This design comes from an exercise in tuning for small area, a short achievable clock period and few clock cycles per item on the open sky130 flow, not from production work.
No functional check of the RTL was part of any run shown here.

$ cat design/flow/config.mk
export PLATFORM = sky130hd
export DESIGN_NAME = logarithm
export DESIGN_NICKNAME = logarithm
export VERILOG_FILES = /design/flow/design.v
export SDC_FILE = /design/flow/constraint.sdc
export NUM_CORES = 4
export LEC_CHECK = 0
export CAP_MARGIN = 20
export CORE_MARGIN = 2
export CORE_UTILIZATION = 40
export SETUP_SLACK_MARGIN = 3
export SLEW_MARGIN = 60
export SYNTH_HIERARCHICAL = 1
export SYNTH_MINIMUM_KEEP_SIZE = 0
$ cat design/flow/constraint.sdc
create_clock -name core_clock -period 9.0 [get_ports {clk}]
set_input_delay 1.8000 -clock core_clock [delete_from_list [all_inputs] [get_ports {clk}]]
set_output_delay 1.8000 -clock core_clock [all_outputs]
set_load 0.01 [all_outputs]
$ cat design/flow/design.v
module logarithm #(
	parameter n = 16,
	parameter m = 24,
	parameter k = 5 ,
	parameter p = 24
) (
	input        clk  ,  
	input        reset,  
	input        start,
	input  [0:n] x    ,
	output [1:p] y    ,
	output       done
);
	reg  [23:0] f;
	reg  [24:0] r;           
	wire s1;
	wire c2;
	wire s3;
	wire c4;
	wire s5;
	wire c6;
	wire s7;
	wire c8;
	wire s9;
	wire c10;
	wire s11;
	wire c12;
	wire s13;
	wire c14;
	wire s15;
	wire c16;
	wire s17;
	wire c18;
	wire s19;
	wire c20;
	wire s21;
	wire c22;
	wire s23;
	wire c24;
	wire s25;
	wire c26;
	wire s27;
	wire c28;
	wire s29;
	wire c30;
	wire s31;
	wire c32;
	wire s33;
	wire c34;
	wire s35;
	wire c36;
	wire s37;
	wire c38;
	wire s39;
	wire c40;
	wire s41;
	wire c42;
	wire s43;
	wire c44;
	wire s45;
	wire c46;
	wire s47;
	wire c48;
	wire s49;
	wire c50;
	wire s51;
	wire c52;
	wire s53;
	wire c54;
	wire s55;
	wire c56;
	wire s57;
	wire c58;
	wire s59;
	wire c60;
	wire s61;
	wire c62;
	wire s63;
	wire c64;
	wire s65;
	wire c66;
	wire s67;
	wire c68;
	wire s69;
	wire c70;
	wire s71;
	wire c72;
	wire s73;
	wire c74;
	wire s75;
	wire c76;
	wire s77;
	wire c78;
	wire s79;
	wire c80;
	wire s81;
	wire c82;
	wire s83;
	wire c84;
	wire s85;
	wire c86;
	wire s87;
	wire c88;
	wire s89;
	wire c90;
	wire s91;
	wire c92;
	wire s93;
	wire c94;
	wire s95;
	wire c96;
	wire s97;
	wire c98;
	wire s99;
	wire c100;
	wire s101;
	wire c102;
	wire s103;
	wire c104;
	wire s105;
	wire c106;
	wire s107;
	wire c108;
	wire s109;
	wire c110;
	wire s111;
	wire c112;
	wire s113;
	wire c114;
	wire s115;
	wire c116;
	wire s117;
	wire c118;
	wire s119;
	wire c120;
	wire s121;
	wire c122;
	wire s123;
	wire c124;
	wire s125;
	wire c126;
	wire s127;
	wire c128;
	wire s129;
	wire c130;
	wire s131;
	wire c132;
	wire s133;
	wire c134;
	wire s135;
	wire c136;
	wire s137;
	wire c138;
	wire s139;
	wire c140;
	wire s141;
	wire c142;
	wire s143;
	wire c144;
	wire s145;
	wire c146;
	wire s147;
	wire c148;
	wire s149;
	wire c150;
	wire s151;
	wire c152;
	wire s153;
	wire c154;
	wire s155;
	wire c156;
	wire s157;
	wire c158;
	wire s159;
	wire c160;
	wire s161;
	wire c162;
	wire s163;
	wire c164;
	wire s165;
	wire c166;
	wire s167;
	wire c168;
	wire s169;
	wire c170;
	wire s171;
	wire c172;
	wire s173;
	wire c174;
	wire s175;
	wire c176;
	wire s177;
	wire c178;
	wire s179;
	wire c180;
	wire s181;
	wire c182;
	wire s183;
	wire c184;
	wire s185;
	wire c186;
	wire s187;
	wire c188;
	wire s189;
	wire c190;
	wire s191;
	wire c192;
	wire s193;
	wire c194;
	wire s195;
	wire c196;
	wire s197;
	wire c198;
	wire s199;
	wire c200;
	wire s201;
	wire c202;
	wire s203;
	wire c204;
	wire s205;
	wire c206;
	wire s207;
	wire c208;
	wire s209;
	wire c210;
	wire s211;
	wire c212;
	wire s213;
	wire c214;
	wire s215;
	wire c216;
	wire s217;
	wire c218;
	wire s219;
	wire c220;
	wire s221;
	wire c222;
	wire s223;
	wire c224;
	wire s225;
	wire c226;
	wire s227;
	wire c228;
	wire s229;
	wire c230;
	wire s231;
	wire c232;
	wire s233;
	wire c234;
	wire s235;
	wire c236;
	wire s237;
	wire c238;
	wire s239;
	wire c240;
	wire s241;
	wire c242;
	wire s243;
	wire c244;
	wire s245;
	wire c246;
	wire s247;
	wire c248;
	wire s249;
	wire c250;
	wire s251;
	wire c252;
	wire s253;
	wire c254;
	wire s255;
	wire c256;
	wire s257;
	wire c258;
	wire s259;
	wire c260;
	wire s261;
	wire c262;
	wire s263;
	wire c264;
	wire s265;
	wire c266;
	wire s267;
	wire c268;
	wire s269;
	wire c270;
	wire s271;
	wire c272;
	wire s273;
	wire c274;
	wire s275;
	wire c276;
	wire s277;
	wire c278;
	wire s279;
	wire c280;
	wire s281;
	wire c282;
	wire s283;
	wire c284;
	wire s285;
	wire c286;
	wire s287;
	wire c288;
	wire s289;
	wire c290;
	wire s291;
	wire c292;
	wire s293;
	wire c294;
	wire s295;
	wire c296;
	wire s297;
	wire c298;
	wire s299;
	wire c300;
	wire s301;
	wire c302;
	wire s303;
	wire c304;
	wire s305;
	wire c306;
	wire s307;
	wire c308;
	wire s309;
	wire c310;
	wire s311;
	wire c312;
	wire s313;
	wire c314;
	wire s315;
	wire c316;
	wire s317;
	wire c318;
	wire s319;
	wire c320;
	wire s321;
	wire c322;
	wire s323;
	wire c324;
	wire s325;
	wire c326;
	wire s327;
	wire c328;
	wire s329;
	wire c330;
	wire s331;
	wire c332;
	wire s333;
	wire c334;
	wire s335;
	wire c336;
	wire s337;
	wire c338;
	wire s339;
	wire c340;
	wire s341;
	wire c342;
	wire s343;
	wire c344;
	wire s345;
	wire c346;
	wire s347;
	wire c348;
	wire s349;
	wire c350;
	wire s351;
	wire c352;
	wire s353;
	wire c354;
	wire s355;
	wire c356;
	wire s357;
	wire c358;
	wire s359;
	wire c360;
	wire s361;
	wire c362;
	wire s363;
	wire c364;
	wire s365;
	wire c366;
	wire s367;
	wire c368;
	wire s369;
	wire c370;
	wire s371;
	wire c372;
	wire s373;
	wire c374;
	wire s375;
	wire c376;
	wire s377;
	wire c378;
	wire s379;
	wire c380;
	wire s381;
	wire c382;
	wire s383;
	wire c384;
	wire s385;
	wire c386;
	wire s387;
	wire c388;
	wire s389;
	wire c390;
	wire s391;
	wire c392;
	wire s393;
	wire c394;
	wire s395;
	wire c396;
	wire s397;
	wire c398;
	wire s399;
	wire c400;
	wire s401;
	wire c402;
	wire s403;
	wire c404;
	wire s405;
	wire c406;
	wire s407;
	wire c408;
	wire s409;
	wire c410;
	wire s411;
	wire c412;
	wire s413;
	wire c414;
	wire s415;
	wire c416;
	wire s417;
	wire c418;
	wire s419;
	wire c420;
	wire s421;
	wire c422;
	wire s423;
	wire c424;
	wire s425;
	wire c426;
	wire s427;
	wire c428;
	wire s429;
	wire c430;
	wire s431;
	wire c432;
	wire s433;
	wire c434;
	wire s435;
	wire c436;
	wire s437;
	wire c438;
	wire s439;
	wire c440;
	wire s441;
	wire c442;
	wire s443;
	wire c444;
	wire s445;
	wire c446;
	wire s447;
	wire c448;
	wire s449;
	wire c450;
	wire s451;
	wire c452;
	wire s453;
	wire c454;
	wire s455;
	wire c456;
	wire s457;
	wire c458;
	wire s459;
	wire c460;
	wire s461;
	wire c462;
	wire s463;
	wire c464;
	wire s465;
	wire c466;
	wire s467;
	wire c468;
	wire s469;
	wire c470;
	wire s471;
	wire c472;
	wire s473;
	wire c474;
	wire s475;
	wire c476;
	wire s477;
	wire c478;
	wire s479;
	wire c480;
	wire s481;
	wire c482;
	wire s483;
	wire c484;
	wire s485;
	wire c486;
	wire s487;
	wire c488;
	wire s489;
	wire c490;
	wire s491;
	wire c492;
	wire s493;
	wire c494;
	wire s495;
	wire c496;
	wire s497;
	wire c498;
	wire s499;
	wire c500;
	wire s501;
	wire c502;
	wire s503;
	wire c504;
	wire s505;
	wire c506;
	log_xnor us1 (~f[9], ~(f[0] & f[17]), s1);
	log_or uc2 (~f[9], ~(f[0] & f[17]), c2);
	log_xnor us3 (~(f[0] & f[18]), ~(f[1] & f[17]), s3);
	log_or uc4 (~(f[0] & f[18]), ~(f[1] & f[17]), c4);
	log_fa us5 (~f[10], ~(f[0] & f[19]), ~(f[1] & f[18]), s5, c6);
	log_xnor us7 (~(f[2] & f[17]), ~(f[3] & f[16]), s7);
	log_or uc8 (~(f[2] & f[17]), ~(f[3] & f[16]), c8);
	log_fa us9 (~(f[0] & f[20]), ~(f[1] & f[19]), ~(f[2] & f[18]), s9, c10);
	log_xnor us11 (~(f[3] & f[17]), ~(f[4] & f[16]), s11);
	log_or uc12 (~(f[3] & f[17]), ~(f[4] & f[16]), c12);
	log_fa us13 (~f[11], ~(f[0] & f[21]), ~(f[1] & f[20]), s13, c14);
	log_fa us15 (~(f[2] & f[19]), ~(f[3] & f[18]), ~(f[4] & f[17]), s15, c16);
	log_xnor us17 (~(f[5] & f[16]), ~(f[6] & f[15]), s17);
	log_or uc18 (~(f[5] & f[16]), ~(f[6] & f[15]), c18);
	log_fa us19 (~(f[0] & f[22]), ~(f[1] & f[21]), ~(f[2] & f[20]), s19, c20);
	log_fa us21 (~(f[3] & f[19]), ~(f[4] & f[18]), ~(f[5] & f[17]), s21, c22);
	log_xnor us23 (~(f[6] & f[16]), ~(f[7] & f[15]), s23);
	log_or uc24 (~(f[6] & f[16]), ~(f[7] & f[15]), c24);
	log_fa us25 (~f[12], ~(f[0] & f[23]), ~(f[1] & f[22]), s25, c26);
	log_fa us27 (~(f[2] & f[21]), ~(f[3] & f[20]), ~(f[4] & f[19]), s27, c28);
	log_fa us29 (~(f[5] & f[18]), ~(f[6] & f[17]), ~(f[7] & f[16]), s29, c30);
	log_xnor us31 (~(f[8] & f[15]), ~(f[9] & f[14]), s31);
	log_or uc32 (~(f[8] & f[15]), ~(f[9] & f[14]), c32);
	log_fa us33 (~f[0], ~(f[1] & f[23]), ~(f[2] & f[22]), s33, c34);
	log_fa us35 (~(f[3] & f[21]), ~(f[4] & f[20]), ~(f[5] & f[19]), s35, c36);
	log_fa us37 (~(f[6] & f[18]), ~(f[7] & f[17]), ~(f[8] & f[16]), s37, c38);
	log_xnor us39 (~(f[9] & f[15]), ~(f[10] & f[14]), s39);
	log_or uc40 (~(f[9] & f[15]), ~(f[10] & f[14]), c40);
	log_fa us41 (~f[13], ~f[1], ~(f[2] & f[23]), s41, c42);
	log_fa us43 (~(f[3] & f[22]), ~(f[4] & f[21]), ~(f[5] & f[20]), s43, c44);
	log_fa us45 (~(f[6] & f[19]), ~(f[7] & f[18]), ~(f[8] & f[17]), s45, c46);
	log_fa us47 (~(f[9] & f[16]), ~(f[10] & f[15]), ~(f[11] & f[14]), s47, c48);
	log_fa us49 (~f[2], ~(f[3] & f[23]), ~(f[4] & f[22]), s49, c50);
	log_fa us51 (~(f[5] & f[21]), ~(f[6] & f[20]), ~(f[7] & f[19]), s51, c52);
	log_fa us53 (~(f[8] & f[18]), ~(f[9] & f[17]), ~(f[10] & f[16]), s53, c54);
	log_fa us55 (~f[14], ~f[3], ~(f[4] & f[23]), s55, c56);
	log_fa us57 (~(f[5] & f[22]), ~(f[6] & f[21]), ~(f[7] & f[20]), s57, c58);
	log_fa us59 (~(f[8] & f[19]), ~(f[9] & f[18]), ~(f[10] & f[17]), s59, c60);
	log_fa us61 (~f[4], ~(f[5] & f[23]), ~(f[6] & f[22]), s61, c62);
	log_fa us63 (~(f[7] & f[21]), ~(f[8] & f[20]), ~(f[9] & f[19]), s63, c64);
	log_fa us65 (~f[15], ~f[5], ~(f[6] & f[23]), s65, c66);
	log_fa us67 (~(f[7] & f[22]), ~(f[8] & f[21]), ~(f[9] & f[20]), s67, c68);
	log_fa us69 (~f[6], ~(f[7] & f[23]), ~(f[8] & f[22]), s69, c70);
	log_fa us71 (~f[16], ~f[7], ~(f[8] & f[23]), s71, c72);
	log_xnor us73 (~f[6], ~(f[0] & f[11]), s73);
	log_or uc74 (~f[6], ~(f[0] & f[11]), c74);
	log_xnor us75 (~(f[0] & f[12]), ~(f[1] & f[11]), s75);
	log_or uc76 (~(f[0] & f[12]), ~(f[1] & f[11]), c76);
	log_fa us77 (~f[7], ~(f[0] & f[13]), ~(f[1] & f[12]), s77, c78);
	log_xnor us79 (~(f[2] & f[11]), ~(f[3] & f[10]), s79);
	log_or uc80 (~(f[2] & f[11]), ~(f[3] & f[10]), c80);
	log_fa us81 (~(f[0] & f[14]), ~(f[1] & f[13]), ~(f[2] & f[12]), s81, c82);
	log_xnor us83 (~(f[3] & f[11]), ~(f[4] & f[10]), s83);
	log_or uc84 (~(f[3] & f[11]), ~(f[4] & f[10]), c84);
	log_fa us85 (~f[8], ~(f[0] & f[15]), ~(f[1] & f[14]), s85, c86);
	log_fa us87 (~(f[2] & f[13]), ~(f[3] & f[12]), ~(f[4] & f[11]), s87, c88);
	log_xnor us89 (~(f[5] & f[10]), ~(f[6] & f[9]), s89);
	log_or uc90 (~(f[5] & f[10]), ~(f[6] & f[9]), c90);
	log_fa us91 (~(f[0] & f[16]), ~(f[1] & f[15]), ~(f[2] & f[14]), s91, c92);
	log_fa us93 (~(f[3] & f[13]), ~(f[4] & f[12]), ~(f[5] & f[11]), s93, c94);
	log_xnor us95 (~(f[6] & f[10]), ~(f[7] & f[9]), s95);
	log_or uc96 (~(f[6] & f[10]), ~(f[7] & f[9]), c96);
	log_fa us97 (~(f[1] & f[16]), ~(f[2] & f[15]), ~(f[3] & f[14]), s97, c98);
	log_fa us99 (~(f[4] & f[13]), ~(f[5] & f[12]), ~(f[6] & f[11]), s99, c100);
	log_fa us101 (~(f[7] & f[10]), ~(f[8] & f[9]), s1, s101, c102);
	log_fa us103 (~(f[2] & f[16]), ~(f[3] & f[15]), ~(f[4] & f[14]), s103, c104);
	log_fa us105 (~(f[5] & f[13]), ~(f[6] & f[12]), ~(f[7] & f[11]), s105, c106);
	log_fa us107 (~(f[8] & f[10]), c2, s3, s107, c108);
	log_fa us109 (~(f[4] & f[15]), ~(f[5] & f[14]), ~(f[6] & f[13]), s109, c110);
	log_fa us111 (~(f[7] & f[12]), ~(f[8] & f[11]), ~(f[9] & f[10]), s111, c112);
	log_fa us113 (c4, s7, s5, s113, c114);
	log_fa us115 (~(f[5] & f[15]), ~(f[6] & f[14]), ~(f[7] & f[13]), s115, c116);
	log_fa us117 (~(f[8] & f[12]), ~(f[9] & f[11]), c8, s117, c118);
	log_fa us119 (s11, c6, s9, s119, c120);
	log_fa us121 (~(f[7] & f[14]), ~(f[8] & f[13]), ~(f[9] & f[12]), s121, c122);
	log_fa us123 (~(f[10] & f[11]), c12, s17, s123, c124);
	log_fa us125 (c10, s13, s15, s125, c126);
	log_fa us127 (~(f[8] & f[14]), ~(f[9] & f[13]), ~(f[10] & f[12]), s127, c128);
	log_fa us129 (c18, s23, c14, s129, c130);
	log_fa us131 (c16, s19, s21, s131, c132);
	log_fa us133 (~(f[10] & f[13]), ~(f[11] & f[12]), c24, s133, c134);
	log_fa us135 (s31, c20, c22, s135, c136);
	log_fa us137 (s25, s27, s29, s137, c138);
	log_fa us139 (~(f[11] & f[13]), c32, s39, s139, c140);
	log_fa us141 (c26, c28, c30, s141, c142);
	log_fa us143 (s33, s35, s37, s143, c144);
	log_fa us145 (~(f[12] & f[13]), c40, s41, s145, c146);
	log_fa us147 (c34, c36, c38, s147, c148);
	log_fa us149 (s43, s45, s47, s149, c150);
	log_fa us151 (~(f[11] & f[15]), ~(f[12] & f[14]), c42, s151, c152);
	log_fa us153 (c44, c46, c48, s153, c154);
	log_fa us155 (s49, s51, s53, s155, c156);
	log_fa us157 (~(f[11] & f[16]), ~(f[12] & f[15]), ~(f[13] & f[14]), s157, c158);
	log_fa us159 (s55, c50, c52, s159, c160);
	log_fa us161 (c54, s57, s59, s161, c162);
	log_fa us163 (~(f[10] & f[18]), ~(f[11] & f[17]), ~(f[12] & f[16]), s163, c164);
	log_fa us165 (~(f[13] & f[15]), c56, c58, s165, c166);
	log_fa us167 (c60, s61, s63, s167, c168);
	log_fa us169 (~(f[10] & f[19]), ~(f[11] & f[18]), ~(f[12] & f[17]), s169, c170);
	log_fa us171 (~(f[13] & f[16]), ~(f[14] & f[15]), s65, s171, c172);
	log_fa us173 (c62, c64, s67, s173, c174);
	log_fa us175 (~(f[9] & f[21]), ~(f[10] & f[20]), ~(f[11] & f[19]), s175, c176);
	log_fa us177 (~(f[12] & f[18]), ~(f[13] & f[17]), ~(f[14] & f[16]), s177, c178);
	log_fa us179 (c66, c68, s69, s179, c180);
	log_fa us181 (~(f[9] & f[22]), ~(f[10] & f[21]), ~(f[11] & f[20]), s181, c182);
	log_fa us183 (~(f[12] & f[19]), ~(f[13] & f[18]), ~(f[14] & f[17]), s183, c184);
	log_fa us185 (~(f[15] & f[16]), s71, c70, s185, c186);
	log_fa us187 (~f[8], ~(f[9] & f[23]), ~(f[10] & f[22]), s187, c188);
	log_fa us189 (~(f[11] & f[21]), ~(f[12] & f[20]), ~(f[13] & f[19]), s189, c190);
	log_fa us191 (~(f[14] & f[18]), ~(f[15] & f[17]), c72, s191, c192);
	log_fa us193 (~f[17], ~f[9], ~(f[10] & f[23]), s193, c194);
	log_fa us195 (~(f[11] & f[22]), ~(f[12] & f[21]), ~(f[13] & f[20]), s195, c196);
	log_fa us197 (~(f[14] & f[19]), ~(f[15] & f[18]), ~(f[16] & f[17]), s197, c198);
	log_fa us199 (~f[10], ~(f[11] & f[23]), ~(f[12] & f[22]), s199, c200);
	log_fa us201 (~(f[13] & f[21]), ~(f[14] & f[20]), ~(f[15] & f[19]), s201, c202);
	log_fa us203 (~f[18], ~f[11], ~(f[12] & f[23]), s203, c204);
	log_fa us205 (~(f[13] & f[22]), ~(f[14] & f[21]), ~(f[15] & f[20]), s205, c206);
	log_fa us207 (~f[12], ~(f[13] & f[23]), ~(f[14] & f[22]), s207, c208);
	log_fa us209 (~f[19], ~f[13], ~(f[14] & f[23]), s209, c210);
	log_xnor us211 (~f[4], ~(f[0] & f[7]), s211);
	log_or uc212 (~f[4], ~(f[0] & f[7]), c212);
	log_xnor us213 (~(f[0] & f[8]), ~(f[1] & f[7]), s213);
	log_or uc214 (~(f[0] & f[8]), ~(f[1] & f[7]), c214);
	log_fa us215 (~f[5], ~(f[0] & f[9]), ~(f[1] & f[8]), s215, c216);
	log_xnor us217 (~(f[2] & f[7]), ~(f[3] & f[6]), s217);
	log_or uc218 (~(f[2] & f[7]), ~(f[3] & f[6]), c218);
	log_fa us219 (~(f[0] & f[10]), ~(f[1] & f[9]), ~(f[2] & f[8]), s219, c220);
	log_xnor us221 (~(f[3] & f[7]), ~(f[4] & f[6]), s221);
	log_or uc222 (~(f[3] & f[7]), ~(f[4] & f[6]), c222);
	log_fa us223 (~(f[1] & f[10]), ~(f[2] & f[9]), ~(f[3] & f[8]), s223, c224);
	log_fa us225 (~(f[4] & f[7]), ~(f[5] & f[6]), s73, s225, c226);
	log_fa us227 (~(f[2] & f[10]), ~(f[3] & f[9]), ~(f[4] & f[8]), s227, c228);
	log_fa us229 (~(f[5] & f[7]), c74, s75, s229, c230);
	log_fa us231 (~(f[4] & f[9]), ~(f[5] & f[8]), ~(f[6] & f[7]), s231, c232);
	log_fa us233 (c76, s79, s77, s233, c234);
	log_fa us235 (~(f[5] & f[9]), ~(f[6] & f[8]), c80, s235, c236);
	log_fa us237 (s83, c78, s81, s237, c238);
	log_fa us239 (~(f[7] & f[8]), c84, s89, s239, c240);
	log_fa us241 (c82, s85, s87, s241, c242);
	log_fa us243 (c90, s95, c86, s243, c244);
	log_fa us245 (c88, s91, s93, s245, c246);
	log_fa us247 (c96, c92, c94, s247, c248);
	log_fa us249 (s97, s99, s101, s249, c250);
	log_fa us251 (c98, c100, s103, s251, c252);
	log_fa us253 (s105, c102, s107, s253, c254);
	log_fa us255 (c104, c106, s109, s255, c256);
	log_fa us257 (s111, c108, s113, s257, c258);
	log_fa us259 (c110, c112, s115, s259, c260);
	log_fa us261 (s117, s119, c114, s261, c262);
	log_fa us263 (c116, s121, c118, s263, c264);
	log_fa us265 (s123, c120, s125, s265, c266);
	log_fa us267 (c122, s127, c124, s267, c268);
	log_fa us269 (s129, c126, s131, s269, c270);
	log_fa us271 (c128, s133, c130, s271, c272);
	log_fa us273 (s135, c132, s137, s273, c274);
	log_fa us275 (c134, s139, c136, s275, c276);
	log_fa us277 (s141, c138, s143, s277, c278);
	log_fa us279 (c140, s145, c142, s279, c280);
	log_fa us281 (s147, c144, s149, s281, c282);
	log_fa us283 (s151, c146, c148, s283, c284);
	log_fa us285 (s153, c150, s155, s285, c286);
	log_fa us287 (s157, c152, c154, s287, c288);
	log_fa us289 (s159, c156, s161, s289, c290);
	log_fa us291 (c158, s163, c160, s291, c292);
	log_fa us293 (s165, c162, s167, s293, c294);
	log_fa us295 (c164, s169, s171, s295, c296);
	log_fa us297 (c166, s173, c168, s297, c298);
	log_fa us299 (c170, s175, s177, s299, c300);
	log_fa us301 (c172, s179, c174, s301, c302);
	log_fa us303 (c176, c178, s181, s303, c304);
	log_fa us305 (s183, s185, c180, s305, c306);
	log_fa us307 (c182, c184, s187, s307, c308);
	log_fa us309 (s189, s191, c186, s309, c310);
	log_fa us311 (s193, c188, c190, s311, c312);
	log_fa us313 (s195, s197, c192, s313, c314);
	log_fa us315 (~(f[16] & f[18]), c194, c196, s315, c316);
	log_fa us317 (c198, s199, s201, s317, c318);
	log_fa us319 (~(f[16] & f[19]), ~(f[17] & f[18]), s203, s319, c320);
	log_fa us321 (c200, c202, s205, s321, c322);
	log_fa us323 (~(f[15] & f[21]), ~(f[16] & f[20]), ~(f[17] & f[19]), s323, c324);
	log_fa us325 (c204, c206, s207, s325, c326);
	log_fa us327 (~(f[15] & f[22]), ~(f[16] & f[21]), ~(f[17] & f[20]), s327, c328);
	log_fa us329 (~(f[18] & f[19]), s209, c208, s329, c330);
	log_fa us331 (~f[14], ~(f[15] & f[23]), ~(f[16] & f[22]), s331, c332);
	log_fa us333 (~(f[17] & f[21]), ~(f[18] & f[20]), c210, s333, c334);
	log_fa us335 (~f[20], ~f[15], ~(f[16] & f[23]), s335, c336);
	log_fa us337 (~(f[17] & f[22]), ~(f[18] & f[21]), ~(f[19] & f[20]), s337, c338);
	log_fa us339 (~f[16], ~(f[17] & f[23]), ~(f[18] & f[22]), s339, c340);
	log_fa us341 (~f[21], ~f[17], ~(f[18] & f[23]), s341, c342);
	log_xnor us343 (~f[3], ~(f[0] & f[5]), s343);
	log_or uc344 (~f[3], ~(f[0] & f[5]), c344);
	log_xnor us345 (~(f[0] & f[6]), ~(f[1] & f[5]), s345);
	log_or uc346 (~(f[0] & f[6]), ~(f[1] & f[5]), c346);
	log_fa us347 (~(f[1] & f[6]), ~(f[2] & f[5]), ~(f[3] & f[4]), s347, c348);
	log_fa us349 (~(f[2] & f[6]), ~(f[3] & f[5]), c212, s349, c350);
	log_fa us351 (~(f[4] & f[5]), c214, s217, s351, c352);
	log_fa us353 (c218, s221, c216, s353, c354);
	log_fa us355 (c222, c220, s223, s355, c356);
	log_fa us357 (c224, s227, c226, s357, c358);
	log_fa us359 (c228, s231, c230, s359, c360);
	log_fa us361 (c232, s235, s237, s361, c362);
	log_fa us363 (c236, s239, c238, s363, c364);
	log_fa us365 (c240, s243, c242, s365, c366);
	log_fa us367 (c244, s247, c246, s367, c368);
	log_fa us369 (c248, s251, c250, s369, c370);
	log_fa us371 (s255, c252, c254, s371, c372);
	log_fa us373 (s259, c256, c258, s373, c374);
	log_fa us375 (c260, s263, c262, s375, c376);
	log_fa us377 (s267, c264, c266, s377, c378);
	log_fa us379 (c268, s271, c270, s379, c380);
	log_fa us381 (s275, c272, c274, s381, c382);
	log_fa us383 (s279, c276, c278, s383, c384);
	log_fa us385 (c280, s283, c282, s385, c386);
	log_fa us387 (c284, s287, c286, s387, c388);
	log_fa us389 (s291, c288, c290, s389, c390);
	log_fa us391 (s295, c292, s297, s391, c392);
	log_fa us393 (s299, c296, c298, s393, c394);
	log_fa us395 (s303, c300, c302, s395, c396);
	log_fa us397 (s307, c304, s309, s397, c398);
	log_fa us399 (s311, c308, s313, s399, c400);
	log_fa us401 (c312, s315, s317, s401, c402);
	log_fa us403 (s319, c316, s321, s403, c404);
	log_fa us405 (s323, c320, s325, s405, c406);
	log_fa us407 (c324, s327, s329, s407, c408);
	log_fa us409 (c328, s331, s333, s409, c410);
	log_fa us411 (s335, c332, s337, s411, c412);
	log_fa us413 (~(f[19] & f[21]), c336, c338, s413, c414);
	log_fa us415 (~(f[19] & f[22]), ~(f[20] & f[21]), s341, s415, c416);
	log_fa us417 (~f[18], ~(f[19] & f[23]), ~(f[20] & f[22]), s417, c418);
	log_fa us419 (~f[22], ~f[19], ~(f[20] & f[23]), s419, c420);
	log_xnor us421 (~f[2], ~(f[0] & f[3]), s421);
	log_or uc422 (~f[2], ~(f[0] & f[3]), c422);
	log_xnor us423 (~(f[0] & f[4]), ~(f[1] & f[3]), s423);
	log_or uc424 (~(f[0] & f[4]), ~(f[1] & f[3]), c424);
	log_fa us425 (~(f[1] & f[4]), ~(f[2] & f[3]), s343, s425, c426);
	log_fa us427 (~(f[2] & f[4]), c344, s345, s427, c428);
	log_fa us429 (c346, s211, s347, s429, c430);
	log_fa us431 (s213, c348, s349, s431, c432);
	log_fa us433 (s215, c350, s351, s433, c434);
	log_fa us435 (s219, c352, s353, s435, c436);
	log_fa us437 (s225, c354, s355, s437, c438);
	log_fa us439 (s229, c356, s357, s439, c440);
	log_fa us441 (s233, s359, c358, s441, c442);
	log_fa us443 (c234, c360, s361, s443, c444);
	log_fa us445 (s241, s363, c362, s445, c446);
	log_fa us447 (s245, s365, c364, s447, c448);
	log_fa us449 (s249, c366, s367, s449, c450);
	log_fa us451 (s253, c368, s369, s451, c452);
	log_fa us453 (s257, c370, s371, s453, c454);
	log_fa us455 (s261, s373, c372, s455, c456);
	log_fa us457 (s265, c374, s375, s457, c458);
	log_fa us459 (s269, s377, c376, s459, c460);
	log_fa us461 (s273, s379, c378, s461, c462);
	log_fa us463 (s277, s381, c380, s463, c464);
	log_fa us465 (s281, s383, c382, s465, c466);
	log_fa us467 (s285, s385, c384, s467, c468);
	log_fa us469 (s289, c386, s387, s469, c470);
	log_fa us471 (s293, s389, c388, s471, c472);
	log_fa us473 (c294, s391, c390, s473, c474);
	log_fa us475 (s301, s393, c392, s475, c476);
	log_fa us477 (s305, s395, c394, s477, c478);
	log_fa us479 (c306, s397, c396, s479, c480);
	log_fa us481 (c310, s399, c398, s481, c482);
	log_fa us483 (c314, s401, c400, s483, c484);
	log_fa us485 (c318, s403, c402, s485, c486);
	log_fa us487 (c322, s405, c404, s487, c488);
	log_fa us489 (c326, s407, c406, s489, c490);
	log_fa us491 (c330, s409, c408, s491, c492);
	log_fa us493 (c334, s411, c410, s493, c494);
	log_fa us495 (s339, s413, c412, s495, c496);
	log_fa us497 (c340, s415, c414, s497, c498);
	log_fa us499 (c342, s417, c416, s499, c500);
	log_fa us501 (~(f[21] & f[22]), s419, c418, s501, c502);
	log_fa us503 (~f[20], ~(f[21] & f[23]), c420, s503, c504);
	log_fa us505 (~f[23], ~f[21], ~(f[22] & f[23]), s505, c506);
	wire [49:0] ta = {1'b1, ~f[23], c506, c504, c502, c500, c498, c496, c494, c492, c490, c488, c486, c484, c482, c480, c478, c476, c474, c472, c470, c468, c466, c464, c462, c460, c458, c456, c454, c452, c450, c448, c446, c444, c442, c440, c438, c436, c434, c432, c430, c428, c426, c424, c422, s421, ~(f[0] & f[2]), ~f[1], 1'b1, ~f[0]};
	wire [49:0] tb = {1'b1, 1'b1, ~f[22], s505, s503, s501, s499, s497, s495, s493, s491, s489, s487, s485, s483, s481, s479, s477, s475, s473, s471, s469, s467, s465, s463, s461, s459, s457, s455, s453, s451, s449, s447, s445, s443, s441, s439, s437, s435, s433, s431, s429, s427, s425, s423, ~(f[1] & f[2]), 1'b1, ~(f[0] & f[1]), 1'b1, 1'b1};
	wire [49:0] t  = ~(ta + tb + 1'b1);    
	wire [25:0] s  = t[49:24];
	wire        b  = f >= 24'd6949351;
	wire [23:0] fn = b ? {s[25], s[23:1]} : s[23:0];
	always @(posedge clk)
		f <= r[24] ? {x[1:n], {(m-n){1'b0}}} : fn;
	always @(posedge clk or negedge reset) begin
		if (~reset)
			r[24] <= 1'b1;
		else if (start | ~r[24])
			r[24] <= start ? 1'b0 : r[23];
	end
	always @(posedge clk) begin
		if (start | ~r[24])
			r[23:0] <= start ? 24'd1 : {r[22:0], b & x[0]};
	end
	assign done = r[24];
	assign y    = r[23:0];
endmodule
module log_fa (input a, input b, input c, output s, output co);
	assign s  = a ^ b ^ c;
	assign co = (a & b) | (a & c) | (b & c);
endmodule
module log_xor (input a, input b, output y);
	assign y = a ^ b;
endmodule
module log_maj (input a, input b, input c, output y);
	assign y = (a & b) | (a & c) | (b & c);
endmodule
module log_xnor (input a, input b, output y);
	assign y = ~(a ^ b);
endmodule
module log_or (input a, input b, output y);
	assign y = a | b;
endmodule
$ cat design/flow/run.sh
#!/bin/bash
# synth_recipe.tcl (not shown) runs the flow's synth.tcl, then flattens the netlist and writes it again
# the make line also repeats each setting of config.mk as NAME=value (left out here)
make -C /OpenROAD-flow-scripts/flow DESIGN_CONFIG=/design/flow/config.mk WORK_HOME=/design/flow/orfs CLKGATE_MAP_FILE= SYNTH_SCRIPT=/design/flow/synth_recipe.tcl finish
==> results.sh, run 1 <==
export IMPL_grt_max_degree=27
export IMPL_numCtsBuffers=5
export IMPL_wl_um=30300
export IMPL_cts_max_path_buffers=2
export IMPL_die_h_um=166
export IMPL_firstDrtPassIters=5
export IMPL_synth_edf_count=24
export IMPL_cp_slowest_stage_delay_ns=0.59
export IMPL_critPathKind="register to register"
export IMPL_cts_sinks=49
export IMPL_stdcell_area_mm2=0.0115
export IMPL_areaGrowthSynthToFinish_pct=9.11
export IMPL_viasPerCell=5.73
export IMPL_cpMaxStageDelayCell="fa_1"
export IMPL_setup_viol=0
export IMPL_tightest_slew_ns=0.529
export IMPL_finalCritPeriodShare_pct=64.7
export IMPL_numPortBuffers=44
export IMPL_skew_ns=0.00744
export IMPL_min_path_type="register to register"
export IMPL_grt_antenna_before_repair=0
export IMPL_die_x_um=166
export IMPL_fin_nets=1426
export IMPL_crit_path_frequent_cell="fa_1"
export IMPL_cp_num_buf_inv=2
export IMPL_route_detailed_drc=0
export IMPL_drive_gt1_share_pct=5.57
export IMPL_maxCapViolCount=0
export IMPL_via_count=8408
export IMPL_yosysUniqueCellTypes=66
export IMPL_ant_nets=0
export IMPL_grt_pass1_vias=9020
export IMPL_yosys_most_used_dff="edfxtp_1"
export IMPL_cp_required_ns=9.20
export IMPL_synthTopCellsByArea="fa_1, nand2_1, edfxtp_1"
export IMPL_root_buffer="clkbuf_16"
export IMPL_ys_async_sr_fraction_pct=2.04
export IMPL_ys_ff_latch=49
export IMPL_core_area_mm2=0.0260
export IMPL_synth_area_leader_cell="fa_1"
export IMPL_row_count=59
export IMPL_antenna_cells=0
export IMPL_clkTransAtPathRegs_ns=0.08
export IMPL_crit_family="adder cells"
export IMPL_critPathLaunchType="register"
export IMPL_path_cells="buf_4 -> inv_1 -> fa_1 -> fa_1 -> fa_1 -> fa_1 -> fa_1 -> ha_2 -> nand2_1 -> nor4b_4 -> nand3_2 -> a31oi_2 -> nor3_2 -> or4_1 -> o311a_1 -> a221o_1"
export IMPL_start_util_pct=40.5
export IMPL_synth_nets=1430
export IMPL_crit_path_max_fanout=14
export IMPL_dp_hpwl_um=23700
export IMPL_dieArea_mm2=0.0276
export IMPL_synth_top_area_share_pct=43.9
export IMPL_rsz0062_at_grt="yes"
export IMPL_cts_tree="done"
export IMPL_slew_viol_final=0
export IMPL_holdWs_ns=0.495
export IMPL_drt_initial_drc_count=660
export IMPL_htreeDepth=2
export IMPL_arrival_ns=6.02
export IMPL_grtUsageTotal_pct=22.4
export IMPL_clk_latency_ns=0.31
export IMPL_avgRoutedWirePerCell_um=20.7
export IMPL_netlist_area_mm2=0.0105
export IMPL_hold_buffers=0
export IMPL_syn_area_per_cell_um2=9.28
export IMPL_tns_ns=0
export IMPL_synthCells=1135
export IMPL_hold_viol=0
export IMPL_gr_total_overflow=0
export IMPL_postPlaceCellArea_mm2=0.0113
export IMPL_end_kind="register"
export IMPL_gp_congestion=0.923
export IMPL_min_period_ns=5.82
export IMPL_yosys_warnings=7
export IMPL_io_pin_count=45
export IMPL_maxSlewHeadroom_pct=64.5
export IMPL_status="complete, no violations"
export IMPL_ys_seq_area_share_pct=11.7
export IMPL_grt_first_pass_wirelength_um=49400
export IMPL_fmax_ghz=0.172
[per-layer routing]
layer  wire length [um]  GRT usage [%]
met3               1500           2.26
met4                333           3.52
met1              13200           31.0
met2              15300           39.1
met5                  0              0
[cell families (layout without fill, tap and decap cells)]
family / after synthesis / after routing / share of synthesized area [%]
AO/OA/AOI/OAI: 175 / 175 / 11.3
XOR/XNOR: 44 / 44 / 3.66
adder cells (fa/ha/maj): 275 / 275 / 49.1
buffers and inverters: 125 / 122 / 4.56
flip-flops: 49 / 49 / 11.7
multiplexers: 2 / 2 / 0.202
AND/OR/NAND/NOR: 465 / 465 / 19.5
[worst register-to-register path: cells and delay by family (launching register included)]
kind                     cells  cell delay, ns
buffers and inverters        2            0.39
AND/OR/NAND/NOR              5            1.32
flip-flops                   1            0.48
adder cells (fa/ha/maj)      6            2.81
AO/OA/AOI/OAI                3            0.71
[stage by stage]
stage | utilization [%] | setup WS, ns | instances
3_5_place_dp | 43.4 | 2.91 | 1458
2_1_floorplan | - | 3.52 | 1135
3_3_place_gp | 43.4 | 2.80 | 1458
6_report | 44.2 | 3.18 | 1467
4_1_cts | 44.0 | 3.11 | 1466
5_1_grt | 44.2 | 2.95 | 1467
[Yosys cell counts, types with 3 or more instances]
cell type and n:
a21boi_0 5, dfxtp_1 24, nor4_1 4, nand2b_1 3, o21ai_1 5, a211oi_1 12, edfxtp_1 24, and3_1 6
nor2b_1 27, o21a_1 6, and4_1 4, xor2_1 12, nand3_1 17, inv_1 43, nand2_1 314, a21oi_1 48
a21o_1 14, a222oi_1 3, a221oi_1 4, fa_1 231, o21ai_0 21, or3_1 3, nand4_1 10, o21bai_1 6
clkbuf_1 72, nor2_1 34, or2_1 23, o22ai_1 3, nor3_1 10, o2111ai_1 3, ha_1 44, a41oi_1 3
buf_2 9, o211ai_1 11, a31oi_1 3, xnor2_1 32
[layout by cell type (no fill, tap or decap), types with 9 or more instances in the layout]
| cell | n |
|---|---|
| nand2_1 | 314 |
| fa_1 | 231 |
| a21oi_1 | 48 |
| clkdlybuf4s50_1 | 44 |
| inv_1 | 43 |
| ha_1 | 41 |
| xnor2_1 | 32 |
| nor2_1 | 31 |
| nor2b_1 | 27 |
| edfxtp_1 | 24 |
| or2_1 | 23 |
| buf_4 | 23 |
| o21ai_0 | 21 |
| nand3_1 | 17 |
| dfxtp_1 | 17 |
| a21o_1 | 14 |
| a211oi_1 | 12 |
| xor2_1 | 12 |
| o211ai_1 | 11 |
| nand4_1 | 10 |
| nor3_1 | 9 |
[worst paths after layout]
check	startpoint	end	slack, ns	depth (start not counted)
max	f[6]$_SDFF_PP0_	f[22]$_DFF_P_	3.18	16
min	r[23]$_SDFFCE_PP0P_	r[24]$_DFFE_PN1P_	0.50	2
max reg2reg	f[6]$_SDFF_PP0_	f[22]$_DFF_P_	3.18	16
min reg2reg	r[23]$_SDFFCE_PP0P_	r[24]$_DFFE_PN1P_	0.50	2
max in group asynchronous	reset	r[24]$_DFFE_PN1P_	7.19	1
min in group asynchronous	reset	r[24]$_DFFE_PN1P_	1.79	1
[Yosys stat by module, one instance, submodules excluded]
module	area [um^2]	copies in the design
logarithm	5580	1
log_or	6.26	22
log_fa	20.0	231
log_xnor	8.76	22
[flip-flops by register name, indices dropped and copies added (netlist names)]
register / count
f: 24
r: 25
[area by class of cell]
| cell class | instances | area (um^2) |
|---|---|---|
| clock buffers | 5 | 125 |
| clock inverters | 3 | 28.8 |
| fillers | 2517 | 14500 |
| inverters | 44 | 165 |
| multi-input cells | 961 | 8860 |
| flip-flops and latches | 49 | 1240 |
| well taps | 335 | 419 |
| repair buffers | 70 | 647 |
[what timing repair did]
action	4_1_cts	5_1_grt
setup buffers	0	1
endpoints found under the setup margin	2	10
endpoints found under the hold margin	0	0
resized for setup	4	13
pin swaps	0	2
==> run 2: changes to the inputs <==
--- a/design/flow/config.mk
+++ b/design/flow/config.mk
@@ -8,7 +8,7 @@
 export CAP_MARGIN = 20
 export CORE_MARGIN = 2
 export CORE_UTILIZATION = 40
-export SETUP_SLACK_MARGIN = 3
+export SETUP_SLACK_MARGIN = 4
 export SLEW_MARGIN = 60
 export SYNTH_HIERARCHICAL = 1
 export SYNTH_MINIMUM_KEEP_SIZE = 0
==> run 2 against run 1 <==
Compared with the run above:
- critical path depth is 1 lower
- first-iteration DRC count is 1.4% lower
- setup slack better by 0.55 ns
- sequential share of layout area is 1.4 points lower
- synthesized cell count stayed put
- final area is 22% higher
- critical path type unchanged
==> results.sh, run 2 <==
export IMPL_reg2reg_depth=15
export IMPL_r2r_start="f[7]$_SDFF_PP0_"
export IMPL_wl_um=36200
export IMPL_io_pin_count=45
export IMPL_top_layer="met4"
export IMPL_slew_viol_final=0
export IMPL_layout_common_cells="nand2_1, fa_1, buf_4, clkdlybuf4s50_1"
export IMPL_ys_seq_area_share_pct=11.7
export IMPL_ys_ff_latch=49
export IMPL_maxCapViolCount=0
export IMPL_start_util_pct=40.5
export IMPL_status="complete, no violations"
export IMPL_min_period_ns=5.27
export IMPL_final_util_pct=53.9
export IMPL_maxSlewHeadroom_pct=64.1
export IMPL_skew_ns=0.00495
export IMPL_viasPerCell=5.81
export IMPL_critPathLaunchType="register"
export IMPL_synthSimpleGateAreaFrac_pct=19.5
export IMPL_fin_nets=1555
export IMPL_min_path_type="register to register"
export IMPL_critPathKind="register to register"
export IMPL_reg2reg_slack_ns=3.73
export IMPL_drive_gt1_share_pct=26.3
export IMPL_met1_length_um=14100
export IMPL_reg_top3="r: 25 flops, f: 24 flops"
export IMPL_clkTransAtPathRegs_ns=0.08
export IMPL_mostFrequentLayoutCell="nand2_1"
export IMPL_avgRoutedWirePerCell_um=22.7
export IMPL_dp_hpwl_um=23900
export IMPL_synth_edf_count=24
export IMPL_cts_tree="done"
export IMPL_areaGrowthSynthToFinish_pct=32.9
export IMPL_rsz0062_at_grt="yes"
export IMPL_hold_buffers=0
export IMPL_fmax_ghz=0.190
export IMPL_die_x_um=166
export IMPL_finalCritPeriodShare_pct=58.5
export IMPL_firstDrtPassIters=5
export IMPL_tightest_slew_ns=0.539
export IMPL_numPortBuffers=44
export IMPL_numCtsBuffers=5
export IMPL_yosysMostFrequentCell="nand2_1"
export IMPL_arrival_ns=5.46
export IMPL_yosys_most_used_dff="edfxtp_1"
export IMPL_root_buffer="clkbuf_16"
export IMPL_synth_area_leader_cell="fa_1"
export IMPL_row_count=59
export IMPL_antenna_cells=0
export IMPL_top_register="r"
export IMPL_r2r_end="f[22]$_DFF_P_"
export IMPL_yosys_area_share_xor_xnor_pct=3.66
export IMPL_via_count=9279
export IMPL_gp_congestion=0.890
export IMPL_syn_area_per_cell_um2=9.28
export IMPL_min_path_cells=2
export IMPL_synth_mux_area_share_pct=0.202
export IMPL_tns_ns=0
export IMPL_synthTopCellsByCount="nand2_1, fa_1, clkbuf_1"
export IMPL_end_kind="register"
export IMPL_synth_compound_area_share_pct=11.3
export IMPL_hold_viol=0
export IMPL_synth_top_family_by_area="adder cells"
export IMPL_gr_total_overflow=0
export IMPL_ys_async_sr_fraction_pct=2.04
export IMPL_largest_register_ffs=25
export IMPL_grt_max_degree=27
export IMPL_ant_nets=0
export IMPL_critical_path_startpoint="f[7]$_SDFF_PP0_"
export IMPL_synthTopCellsByArea="fa_1, nand2_1, edfxtp_1"
export IMPL_clk_latency_ns=0.30
export IMPL_cts_max_path_buffers=2
export IMPL_grt_antenna_before_repair=0
export IMPL_synthCells=1135
export IMPL_htreeDepth=2
export IMPL_met3_length_um=2590
export IMPL_netlist_area_mm2=0.0105
export IMPL_dieArea_mm2=0.0276
export IMPL_synth_nets=1430
export IMPL_core_area_mm2=0.0260
export IMPL_grtUsageTotal_pct=26.0
export IMPL_grt_pass1_vias=9860
export IMPL_cp_required_ns=9.19
export IMPL_wl_met2_um=17800
export IMPL_drt_initial_drc_count=651
export IMPL_setup_viol=0
export IMPL_hp_start="r[23]$_SDFFCE_PP0P_"
export IMPL_cts_sinks=49
export IMPL_yosysUniqueCellTypes=66
export IMPL_min_to="r[24]$_DFFE_PN1P_"
export IMPL_grt_first_pass_wirelength_um=55500
export IMPL_synth_adder_area_share_pct=49.1
export IMPL_synth_top_area_share_pct=43.9
export IMPL_route_detailed_drc=0
export IMPL_die_h_um=166
export IMPL_yosys_warnings=7
export IMPL_crit_path_max_fanout=6
[run 2: how the worst max path moves through the flow]
stage | cells past startpoint | endpoint | slack, ns
after floorplan | 18 | f[22]$_DFF_P_ | 3.92
after global placement | 16 | f[22]$_DFF_P_ | 2.91
after detailed placement | 16 | f[22]$_DFF_P_ | 2.91
after CTS | 16 | f[22]$_DFF_P_ | 3.74
after global routing | 16 | f[22]$_DFF_P_ | 3.54
final | 15 | f[22]$_DFF_P_ | 3.73
[run 2: critical path, cell delays in order, from the launching register on]
cell,delay [ns]
dfxtp_4,0.44
clkinvlp_4,0.17
fa_2,0.40
fa_1,0.54
fa_1,0.44
fa_1,0.55
fa_1,0.46
ha_4,0.32
and3_4,0.19
nor4b_4,0.27
nand3_2,0.14
a31oi_4,0.23
nor3_4,0.08
or4_1,0.49
o311a_1,0.14
a221o_1,0.28
[run 2: routing by layer]
metal,vias up,global-route usage (%)
li1,4006,-
met1,4772,32.7
met2,399,44.7
met3,102,4.98
met4,0,10.0
met5,-,0
[run 2: what timing repair did]
| item | 4_1_cts | 5_1_grt |
|---|---|---|
| resized for setup | 178 | 89 |
| gates cloned | 15 | 0 |
| endpoints found under the setup margin | 24 | 23 |
| pin swaps | 61 | 53 |
| buffers inserted | 85 | 32 |
[run 2: Yosys stat by module, one instance, submodules excluded]
module     cell area [um^2]  copies in the design  flip-flops and latches  cells
log_xnor               8.76                    22                       0      1
logarithm              5580                     1                      49    860
log_or                 6.26                    22                       0      1
log_fa                 20.0                   231                       0      1
[run 2: final cells by class]
type / count / area (um^2)
clock buffer: 5 / 125
clock inverter: 3 / 28.8
fill: 2264 / 12000
inverter: 44 / 195
multi-input combinational: 961 / 9610
sequential: 49 / 1320
tap: 335 / 419
timing repair buffer: 199 / 2310
[run 2: cell families after synthesis]
logic type                 after synthesis
AOI/OAI and AO/OA                      175
xor gates and xnor gates                44
adders and majority gates              275
buffers and inverters                  125
DFF                                     49
muxes                                    2
and+or+nand+nor                        465
[run 2: per-stage QoR]
step / area (um^2) / hold WS, ns / setup WS, ns / std cells
global route: 14000 / 0.587 / 3.54 / 1596
global placement: 11300 / 0.520 / 2.91 / 1456
detailed placement: 11300 / 0.519 / 2.91 / 1456
floorplan: 10800 / 0.535 / 3.92 / 1135
CTS: 13400 / 0.551 / 3.74 / 1564
finish: 14000 / 0.543 / 3.73 / 1596

[separate check: timing with driven ports]
The flow's constraints put no driver on any port. The routed layouts listed below were extracted and timed again, unchanged, in two steps.
Step 1, drivers: a clkbuf_16 drives clk and a buf_2 each remaining input, both assumed.
Step 2 also shifts input and output timing later by t, the mid clock arrival at the registers, as if the neighbouring blocks saw the same clock.
Three values: ideal, step 1, step 2; two values: the first two.
run | shift t [ns] | setup slack, ns | slew at the worst register clock pin (ns) | pins driven straight from the clock port
run 1 | 0.341 | 3.181 / 3.181 / 3.181 | 0.08 / 0.08 | 1
run 2 | 0.337 | 3.734 / 3.734 / 3.734 | 0.08 / 0.08 | 1
After both steps setup and hold are still met in every run listed.
